This is an optimization exercise on Yosys and OpenROAD, whose aim is small area, a short achievable clock period and few clock cycles, not a production implementation.
RTL that was checked went through simulation tests only; none was proved equivalent to the original.
No driver is modelled on the clock port, so clock power and skew are understated where the tree is cut down; a real chip needs a root buffer or a tree.
No activity file was given, so power comes from the tool's default toggle rates.

## run A
## ELA
module ELA(clk, rst, in_data, data_rd, req, wen, addr, data_wr, done);
	input				clk;
	input				rst;
	input		[7:0]	in_data;
	input		[7:0]	data_rd;
	output				req;
	output	reg			wen;
	output	reg	[9:0]	addr;
	output	reg	[7:0]	data_wr;
	output	reg			done;
	reg			main, vld, nreq;
	assign req = ~nreq;
	reg			s0, s1, s2;
	reg	[4:0]	k;
	reg	[3:0]	j;
	reg	[7:0]	xr, v, yr, p, q;
	reg	[8:0]	dreg, bd;
	reg	[7:0]	sreg, bs;
	wire [7:0] yn = ~yr;
	wire [7:0] sp = xr ^ yr;	 
	wire [7:0] ep = xr ^ yn;	 
	reg [7:0] sg, sq, eg, eq;	 
	integer l, i, t;
	always @(*) begin
		sg = xr & yr;
		sq = sp;
		eg = xr & yn;
		eq = ep;
		for (l = 0; l < 3; l = l + 1)
			for (i = 0; i < 8; i = i + 1)
				if ((i >> l) & 1) begin
					t = ((i >> (l + 1)) << (l + 1)) + (1 << l) - 1;
					sg[i] = sg[i] | (sq[i] & sg[t]);
					sq[i] = sq[i] & sq[t];
					eg[i] = eg[i] | (eq[i] & eg[t]);
					eq[i] = eq[i] & eq[t];
				end
	end
	wire [8:0] sum = {sg[7], sp ^ {sg[6:0], 1'b0}};
	wire [8:0] e = {eg[7], ep ^ {eg[6:0], 1'b0}};
	wire [7:0] m = e[8] ? e[7:0] : ~e[7:0];
	wire [10:0] cmp = {2'b00, dreg[7:0], 1'b1} + {~bd[8], ~bd, dreg[8]};
	wire lt = cmp[10];
	wire [8:0] dm1 = dreg[8] ? {1'b0, dreg[7:0]} : {1'b0, dreg[7:0]} - 9'd1;
	reg cen;
	wire upd = s1 | (lt & cen);
	wire [4:0] k1 = k + 5'd1;
	always @(posedge clk) begin
		dreg <= {e[8], m};
		sreg <= sum[8:1];
		if (upd) begin
			bd <= dm1;
			bs <= sreg;
		end
		if (s0) begin
			xr <= v;
			v <= xr;
		end else if (s1)
			xr <= data_rd;
		if (s0)
			yr <= data_wr;
		else if (s1)
			yr <= q;
		else
			yr <= p;
		if (s1) begin
			p <= yr;
			q <= p;
		end
		cen <= s1 ? (k[4:1] != 4'd0) : s2 ? (k != 5'd1 && k != 5'd2) : 1'b0;
		data_wr <= s1 ? bs : in_data;
		addr[4:0] <= s1 ? k - 5'd2 : k;
		addr[5] <= s1;
		if (!main)
			addr[9:6] <= 4'd0;
		else if (s2)
			addr[9:6] <= j + 4'd1;
		else if (s1 && k[4:1] == 4'd0)
			addr[9:6] <= j - 4'd1;
		else
			addr[9:6] <= j;
	end
	always @(posedge clk or posedge rst) begin
		if (rst) begin
			main <= 1'b0;
			vld <= 1'b0;
			s0 <= 1'b0;
			s1 <= 1'b0;
			s2 <= 1'b0;
			k <= 5'd0;
			j <= 4'd0;
  ...
export LEC_CHECK = 0
export CAP_MARGIN = 20
export CORE_MARGIN = 2
export CORE_UTILIZATION = 40
export SETUP_SLACK_MARGIN = 3.1
export SLEW_MARGIN = 20
create_clock -name core_clock -period 5.0 [get_ports {clk}]
standard.sh (not shown) runs the stock make flow with config.mk's settings and CLKGATE_MAP_FILE= SYNTH_SCRIPT=/design/flow/synth_recipe.tcl, a recipe that flattens the netlist after the stock synthesis.
==> flow/flow/run.sh <==
#!/bin/bash
# Own layout flow: the standard ORFS flow (standard.sh), except that
# - the clock tree is built by flow/cts.tcl, a copy of ORFS's cts.tcl whose
#   TritonCTS call is replaced by one level of clock buffers fed by the clock
#   port (manual_clock_tree there);
# - flow/env.sh may set MAKEVARS, extra ORFS variables for the steps after
#   synthesis. Synthesis is the standard one, unchanged.
# Every tool's output goes to a log in this folder.
set -euo pipefail
W=$(pwd)
rm -rf "$W/scripts"
cp -r "$FLOW_HOME/scripts" "$W/scripts"
cp "$W/flow/cts.tcl" "$W/scripts/cts.tcl"
export SCRIPTS_DIR="$W/scripts"
export CLKTREE_NBUF=4
export CLKTREE_BUF=sky130_fd_sc_hd__clkbuf_16
MAKEVARS=()
if [ -f "$W/flow/env.sh" ]; then source "$W/flow/env.sh"; fi
bash standard.sh synth > "$W/flow_synth.log" 2>&1
for step in floorplan place cts finish; do
  bash standard.sh "${MAKEVARS[@]}" $step > "$W/flow_$step.log" 2>&1
done
test -s "$W/out/final.def"
Other scripts of this flow, unchanged in this note and not shown: flow/flow/cts.tcl, flow/flow/env.sh
Inputs modified between run A and run B:
Settings: changing SETUP_SLACK_MARGIN from 3.1 to 2.9.
Findings:
- Run A → run B: wire length of the first global-routing pass barely changed, multi-input gate count climbed 0.46%.
- Total power: run B lower than run A
- Diff run B and run A: utilization lower in run B
- Looking only at growth of design area from synthesis to finish, and setting everything else aside, the higher value of run B and run A goes to run A.
- Run B vs. run A: post-route clock period utilization climbed 0.27 points; final area dropped 170 µm².
- Diff run A..run B | number of max-capacitance violations reported | unchanged
What run C does differently from run B at the input level:
Settings: a change of SETUP_SLACK_MARGIN from 2.9 to 3.0.
### Flow results
In summary, run C completed successfully, with a layout that passed the timing, design-rule and antenna checks.
Power consumed by the clock network: run C vs run B down about 4%
Utilization run B -> run C: up
From run B to run C the numbers moved as follows: sum of met2 wire segment lengths after detailed routing now sits lower; post-place setup slack has increased; part of the power in the clock network now sits lower.
The setup slack of run C is larger than that of run B.
Per the comparison of run C with run B, power share of the combinational group went up by 0.8 points; sequential share of cell area has decreased; maximum frequency now sits higher; final design instance area without fill increased about 0.7%.
Function was not checked in any run of this note: the RTL went through the layout flow alone. In every run of this note, the design's own scripts or RTL, not TritonCTS, make the clock network.

---

Another version of the RTL of ELA (not shown whole).
For scale: ~97 flip-flops, about 39 I/O pins, roughly 0.0046 mm^2 of cells after synthesis.
Settings: LEC_CHECK=0, CAP_MARGIN=20, CORE_MARGIN=2, CORE_UTILIZATION=40, SETUP_SLACK_MARGIN=3.1, SLEW_MARGIN=20, SYNTH_HIERARCHICAL=1; clock period 5.0 ns.
Scripts as last shown in full above: flow/flow/run.sh
Other scripts of this flow, unchanged in this note and not shown: flow/flow/cts.tcl, flow/flow/env.sh
The first run completed without violations.
Then changed:
- SETUP_SLACK_MARGIN: 3.1 -> 3.0
Effect:
- The changed run passed the timing, design-rule and antenna checks
- area after synthesis does not change
- flip-flop and latch count stays the same
- utilization hardly moves
- wire length decreases by about 2.2%
- combinational power decreases by about 8%
- register-to-register slack hardly moves
- synthesized cell count does not change
- worst hold slack barely changes
- worst setup slack gains 0.015 ns
- global-route usage increases by 0.16 points
Then changed:
- SETUP_SLACK_MARGIN: 3.0 -> 2.95
Effect: Setup slack loses 0.046 ns. Hold slack hardly moves. Clock skew is about the same. Via count falls by 1.9%. Core utilization drops by 0.38 points. Routed wire length grows by 2.9%. Global-route usage shrinks by 0.46 points.
Then changed:
- SETUP_SLACK_MARGIN: 2.95 -> 2.9
Global-route usage barely changes.
Clock power is about the same.
Worst hold slack stays flat.
Via count is lower by 0.43%.
Power is about the same.
Synthesized cell count stays the same.
No functional check of the RTL was part of any run of this note. No run of this note takes its clock network from TritonCTS; it comes from the design's own scripts or RTL.

---

## alpha
Another version of the RTL of ELA (not shown whole).
For scale: about 410 cells after synthesis, roughly 110 flip-flops, about 39 I/O pins, roughly 4900 µm² of cells after synthesis.
export LEC_CHECK = 0
export CAP_MARGIN = 20
export CORE_MARGIN = 2
export CORE_UTILIZATION = 70
export SETUP_SLACK_MARGIN = 3.2
export SLEW_MARGIN = 20
create_clock -name core_clock -period 5.0 [get_ports {clk}]
==> flow/flow/run.sh <==
#!/bin/bash
# Own layout flow: the standard ORFS flow, except that the clock tree is
# built by flow/cts.tcl (a copy of ORFS's cts.tcl whose TritonCTS call is
# replaced by one level of clock buffers, see manual_clock_tree there).
# Every tool's output goes to a log in this folder.
set -euo pipefail
W=$(pwd)
rm -rf "$W/scripts"
cp -r "$FLOW_HOME/scripts" "$W/scripts"
cp "$W/flow/cts.tcl" "$W/scripts/cts.tcl"
export SCRIPTS_DIR="$W/scripts"
export CLKTREE_NBUF=${CLKTREE_NBUF:-4}
export CLKTREE_BUF=${CLKTREE_BUF:-sky130_fd_sc_hd__clkbuf_16}
[ -f "$W/flow/env.sh" ] && source "$W/flow/env.sh"
bash standard.sh synth > "$W/flow_synth.log" 2>&1
bash standard.sh floorplan > "$W/flow_floorplan.log" 2>&1
bash standard.sh place > "$W/flow_place.log" 2>&1
bash standard.sh cts > "$W/flow_cts.log" 2>&1
bash standard.sh finish > "$W/flow_finish.log" 2>&1
test -s "$W/out/final.def"
==> flow/flow/cts.tcl <==
utl::set_metrics_stage "cts__{}"
source $::env(SCRIPTS_DIR)/load.tcl
source $::env(SCRIPTS_DIR)/lec_check.tcl
erase_non_stage_variables cts
load_design 3_place.odb 3_place.sdc
source_step_tcl PRE CTS

# Clone clock tree inverters next to register loads
# so cts does not try to buffer the inverted clocks.
repair_clock_inverters

proc save_progress { stage } {
  puts "Run 'make gui_$stage.odb' to load progress snapshot"
  orfs_write_db $::env(RESULTS_DIR)/$stage.odb
  orfs_write_sdc $::env(RESULTS_DIR)/$stage.sdc
}

# Run CTS
set cts_args [list \
  -sink_clustering_enable \
  -repair_clock_nets]

append_env_var cts_args CTS_BUF_DISTANCE -distance_between_buffers 1
append_env_var cts_args CTS_CLUSTER_SIZE -sink_clustering_size 1
append_env_var cts_args CTS_CLUSTER_DIAMETER -sink_clustering_max_diameter 1
append_env_var cts_args CTS_BUF_LIST -buf_list 1
append_env_var cts_args CTS_LIB_NAME -library 1


if { [env_var_exists_and_non_empty CTS_ARGS] } {
  set cts_args $::env(CTS_ARGS)
}

set_dont_use $::env(DONT_USE_CELLS)

proc kmeans_groups { pts nb } {
  set xs [lsort -real [lmap p $pts {lindex $p 0}]]
  set ys [lsort -real [lmap p $pts {lindex $p 1}]]
  set x0 [lindex $xs 0]; set x1 [lindex $xs end]
  set y0 [lindex $ys 0]; set y1 [lindex $ys end]
  set cent {}
  set side [expr {int(ceil(sqrt($nb)))}]
  set rows [expr {int(ceil(double($nb) / $side))}]
  for {set i 0} {$i < $nb} {incr i} {
    set cx [expr {$i % $side}]; set cy [expr {$i / $side}]
    lappend cent [list [expr {$x0 + ($cx + 0.5) / $side * ($x1 - $x0)}] [expr {$y0 + ($cy + 0.5) / $rows * ($y1 - $y0)}]]
  }
  # balanced k-means: no group takes more than its share of the points
  set cap [expr {int(ceil(double([llength $pts]) / $nb))}]
  for {set iter 0} {$iter < 40} {incr iter} {
    set pairs {}
    set n 0
    foreach p $pts {
      for {set i 0} {$i < $nb} {incr i} {
        set c [lindex $cent $i]
        lappend pairs [list [expr {abs([lindex $p 0] - [lindex $c 0]) + abs([lindex $p 1] - [lindex $c 1])}] $n $i]
      }
      incr n
    }
    set grp [lrepeat $nb {}]
    set cnt [lrepeat $nb 0]
    set done [lrepeat [llength $pts] 0]
    foreach pr [lsort -real -index 0 $pairs] {
      lassign $pr d n i
      if {[lindex $done $n] || [lindex $cnt $i] >= $cap} { continue }
      lset done $n 1
      lset cnt $i [expr {[lindex $cnt $i] + 1}]
      lset grp $i [concat [lindex $grp $i] [list [lindex $pts $n]]]
    }
    set newc {}
    for {set i 0} {$i < $nb} {incr i} {
      set g [lindex $grp $i]
      if {[llength $g] == 0} { lappend newc [lindex $cent $i]; continue }
      set sx 0; set sy 0
      foreach p $g { set sx [expr {$sx + [lindex $p 0]}]; set sy [expr {$sy + [lindex $p 1]}] }
      lappend newc [list [expr {double($sx) / [llength $g]}] [expr {double($sy) / [llength $g]}]]
    }
    set cent $newc
  }
  return [list $grp $cent]
}

# Drive each group of iterms (points {x y iterm}) from a new buffer of
# master bufname placed at the group's centre, fed by net src; returns the
# buffers' input points.
proc buffer_groups { grp cent bufname src prefix } {
  set block [ord::get_db_block]
  set master [[ord::get_db] findMaster $bufname]
  set ins {}
  for {set i 0} {$i < [llength $grp]} {incr i} {
    set g [lindex $grp $i]
    if {[llength $g] == 0} { continue }
    set inst [odb::dbInst_create $block $master ${prefix}$i]
    set net [odb::dbNet_create $block clknet_${prefix}$i]
    $net setSigType CLOCK
    foreach p $g { set it [lindex $p 2]; $it disconnect; $it connect $net }
    set c [lindex $cent $i]
    set x [expr {int([lindex $c 0]) - [$master getWidth] / 2}]
    set y [expr {int([lindex $c 1]) - [$master getHeight] / 2}]
    $inst setLocation $x $y
    $inst setPlacementStatus PLACED
    [$inst findITerm A] connect $src
    [$inst findITerm X] connect $net
    lappend ins [list [lindex $c 0] [lindex $c 1] [$inst findITerm A]]
    puts "clock buffer ${prefix}$i ($bufname) drives [llength $g] pins"
  }
  return $ins
}

proc manual_clock_tree { } {
  set block [ord::get_db_block]
  set clknet [[$block findBTerm clk] getNet]
  set pts {}
  foreach it [$clknet getITerms] {
    set b [[$it getInst] getBBox]
    lappend pts [list [expr {([$b xMin] + [$b xMax]) / 2.0}] [expr {([$b yMin] + [$b yMax]) / 2.0}] $it]
  }
  if {[info exists ::env(CLKTREE_LEAF)] && $::env(CLKTREE_LEAF) ne ""} {
    lassign [kmeans_groups $pts $::env(CLKTREE_NLEAF)] grp cent
    set pts [buffer_groups $grp $cent $::env(CLKTREE_LEAF) $clknet clkleaf_]
  }
  lassign [kmeans_groups $pts $::env(CLKTREE_NBUF)] grp cent
  buffer_groups $grp $cent $::env(CLKTREE_BUF) $clknet clkroot_
  set_propagated_clock [all_clocks]
}
manual_clock_tree

utl::push_metrics_stage "cts__{}__pre_repair_timing"
log_cmd estimate_parasitics -placement
if { $::env(DETAILED_METRICS) } {
  report_metrics 4 "cts pre-repair-timing"
}
utl::pop_metrics_stage

set_placement_padding -global \
  -left $::env(CELL_PAD_IN_SITES_DETAIL_PLACEMENT) \
  -right $::env(CELL_PAD_IN_SITES_DETAIL_PLACEMENT)

set result [catch { detailed_placement } msg]
if { $result != 0 } {
  save_progress 4_1_error
  error "Detailed placement failed in CTS: $msg"
}

log_cmd estimate_parasitics -placement

if { $::env(CTS_SNAPSHOTS) } {
  save_progress 4_1_pre_repair_hold_setup
}

if { !$::env(SKIP_CTS_REPAIR_TIMING) } {
  if { $::env(EQUIVALENCE_CHECK) } {
    write_eqy_verilog 4_before_rsz.v
  }
  if { $::env(LEC_CHECK) } {
    write_lec_verilog 4_before_rsz_lec.v
  }

  repair_timing_helper

  if { $::env(EQUIVALENCE_CHECK) } {
    run_equivalence_test
  }
  if { $::env(LEC_CHECK) } {
    write_lec_verilog 4_after_rsz_lec.v
    run_lec_test 4_rsz 4_before_rsz_lec.v 4_after_rsz_lec.v
  }

  set result [catch { detailed_placement } msg]
  if { $result != 0 } {
    save_progress 4_1_error
    error "Detailed placement failed in CTS: $msg"
  }

  check_placement -verbose
}

report_metrics 4 "cts final"

source_step_tcl POST CTS

orfs_write_db $::env(RESULTS_DIR)/4_1_cts.odb
orfs_write_sdc $::env(RESULTS_DIR)/4_cts.sdc
Testbench counts of alpha, summed over its fixed seeds: cycles 47,392.
### alpha -> beta
Settings: CORE_UTILIZATION changed from 70 to 40; SETUP_SLACK_MARGIN changed from 3.2 to 3.4.
==> flow/flow/run.sh <==
#!/bin/bash
# Own layout flow: the standard ORFS flow (standard.sh), except that
# - the clock tree is built by flow/cts.tcl, a copy of ORFS's cts.tcl whose
#   TritonCTS call is replaced by one level of clock buffers fed by the clock
#   port (manual_clock_tree there);
# - flow/env.sh may set MAKEVARS, extra ORFS variables for the steps after
#   synthesis. Synthesis is the standard one, unchanged.
# Every tool's output goes to a log in this folder.
set -euo pipefail
W=$(pwd)
rm -rf "$W/scripts"
cp -r "$FLOW_HOME/scripts" "$W/scripts"
cp "$W/flow/cts.tcl" "$W/scripts/cts.tcl"
export SCRIPTS_DIR="$W/scripts"
export CLKTREE_NBUF=4
export CLKTREE_BUF=sky130_fd_sc_hd__clkbuf_16
MAKEVARS=()
if [ -f "$W/flow/env.sh" ]; then source "$W/flow/env.sh"; fi
bash standard.sh synth > "$W/flow_synth.log" 2>&1
for step in floorplan place cts finish; do
  bash standard.sh "${MAKEVARS[@]}" $step > "$W/flow_$step.log" 2>&1
done
test -s "$W/out/final.def"
==> flow/flow/env.sh (new file) <==
export BUFFER_PORTS_ARGS="-buffer_cell sky130_fd_sc_hd__buf_2"; MAKEVARS=(MATCH_CELL_FOOTPRINT=0)
[summary]
beta closes out successfully: all stages finished, all timing, DRC and antenna checks passed. Comparing die outline height for beta and alpha, the bigger number came from beta. Global routing met3 resource utilization came out lower on beta than on alpha. Higher first-iteration DRC count among beta and alpha: beta.
--- input diff beta..gamma ---
Settings: SETUP_SLACK_MARGIN now 3.2, was 3.4.
Notes after the runs:
- Against beta, gamma reports a post-layout worst setup margin that is higher.
- gamma has area growth from synthesis to layout below what beta had.
- When the final numbers for beta and gamma were put side by side, the first-pass GRT wire length turned out to be greater in beta.
- Fmax | gamma vs beta | gamma faster
- From beta to gamma, max-capacitance violation count did not move at all.
- On gamma: iteration-0 DRC count of the detailed router is about 0.64% lower than what beta gave.
- gamma vs. beta: remaining max-slew budget at the tightest pin higher, maximum resistive drop on vdd lower.
- Startpoint of the most critical setup path: xr[0]$_DFFE_PP_ -> gamma, xr[1]$_DFFE_PP_ -> beta
## Diff of input files: delta against gamma
==> flow/flow/run.sh <==
#!/bin/bash
# Own layout flow: the standard ORFS flow, except that the clock tree is
# built by flow/cts.tcl (a copy of ORFS's cts.tcl whose TritonCTS call is
# replaced by one level of clock buffers, see manual_clock_tree there).
# Every tool's output goes to a log in this folder.
set -euo pipefail
W=$(pwd)
rm -rf "$W/scripts"
cp -r "$FLOW_HOME/scripts" "$W/scripts"
cp "$W/flow/cts.tcl" "$W/scripts/cts.tcl"
export SCRIPTS_DIR="$W/scripts"
export CLKTREE_NBUF=${CLKTREE_NBUF:-4}
export CLKTREE_BUF=${CLKTREE_BUF:-sky130_fd_sc_hd__clkbuf_16}
[ -f "$W/flow/env.sh" ] && source "$W/flow/env.sh"
bash standard.sh synth > "$W/flow_synth.log" 2>&1
bash standard.sh floorplan > "$W/flow_floorplan.log" 2>&1
bash standard.sh place > "$W/flow_place.log" 2>&1
bash standard.sh cts > "$W/flow_cts.log" 2>&1
bash standard.sh finish > "$W/flow_finish.log" 2>&1
test -s "$W/out/final.def"
removed: flow/flow/env.sh
==> summary.txt <==
[compare] base=gamma new=delta: final worst setup slack now sits at about the same level; power per cell area now sits lower; combinational cell fraction of total power now sits lower; met1 layer usage reported by global route now sits lower. On minimum period implied by the final worst setup slack, delta and gamma are basically level. delta vs gamma: power down in delta. Looking at delta and gamma, the fraction of area in registers is a wash. delta does worse than gamma on worst slack on hold paths. Total global routing track utilization: delta vs gamma — no meaningful difference. Reported for delta and gamma, number of hold buffers added after cts turned out identical to the last digit. Between gamma and delta, the cell area does not differ in any meaningful way.
In every run of this note, the design's own scripts or RTL, not TritonCTS, make the clock network.

[static timing again, ports no longer ideal]
In the flow no input, the clock included, has a driving cell. The finished layouts below were timed again as built, in two steps. Step 1 (the two cells are an assumption about what drives the block):
set clk [get_ports {clk}]
set_driving_cell -lib_cell sky130_fd_sc_hd__clkbuf_16 $clk
set_driving_cell -lib_cell sky130_fd_sc_hd__buf_2 [delete_from_list [all_inputs] $clk]
Step 2 moves the port delays by t, midway between the first and last clock arrival at a register: inputs arrive t later, outputs are due t later. That takes back most of the time a late clock gives input paths. Slacks: ideal ports / drivers / drivers and shift; pairs: ideal ports / drivers.
run	t (ns)	setup slack, ns	worst setup path after step 2	clock arrival spread, ns	worst data-port slew with drivers (ns)
run A	0.243	2.937 / 2.937 / 2.937	register to register	0.014 / 0.015	0.03
run B	0.245	2.923 / 2.923 / 2.923	register to register	0.014 / 0.014	0.03
run C	0.236	2.948 / 2.948 / 2.948	register to register	0.007 / 0.007	0.04
the first run of note 2	0.242	2.937 / 2.938 / 2.938	register to register	0.010 / 0.010	0.03
the second run of note 2	0.231	2.952 / 2.952 / 2.952	register to register	0.006 / 0.006	0.03
the third run of note 2	0.234	2.907 / 2.907 / 2.907	register to register	0.005 / 0.005	0.03
the fourth run of note 2	0.236	2.889 / 2.889 / 2.889	register to register	0.006 / 0.006	0.03
alpha	0.241	2.952 / 2.953 / 2.953	register to register	0.013 / 0.012	0.05
beta	0.243	3.002 / 3.003 / 3.003	register to register	0.010 / 0.010	0.04
gamma	0.238	3.011 / 3.011 / 3.011	register to register	0.010 / 0.010	0.03
delta	0.241	3.010 / 3.010 / 3.010	register to register	0.018 / 0.019	0.03
After both steps setup and hold are still met in every run listed.
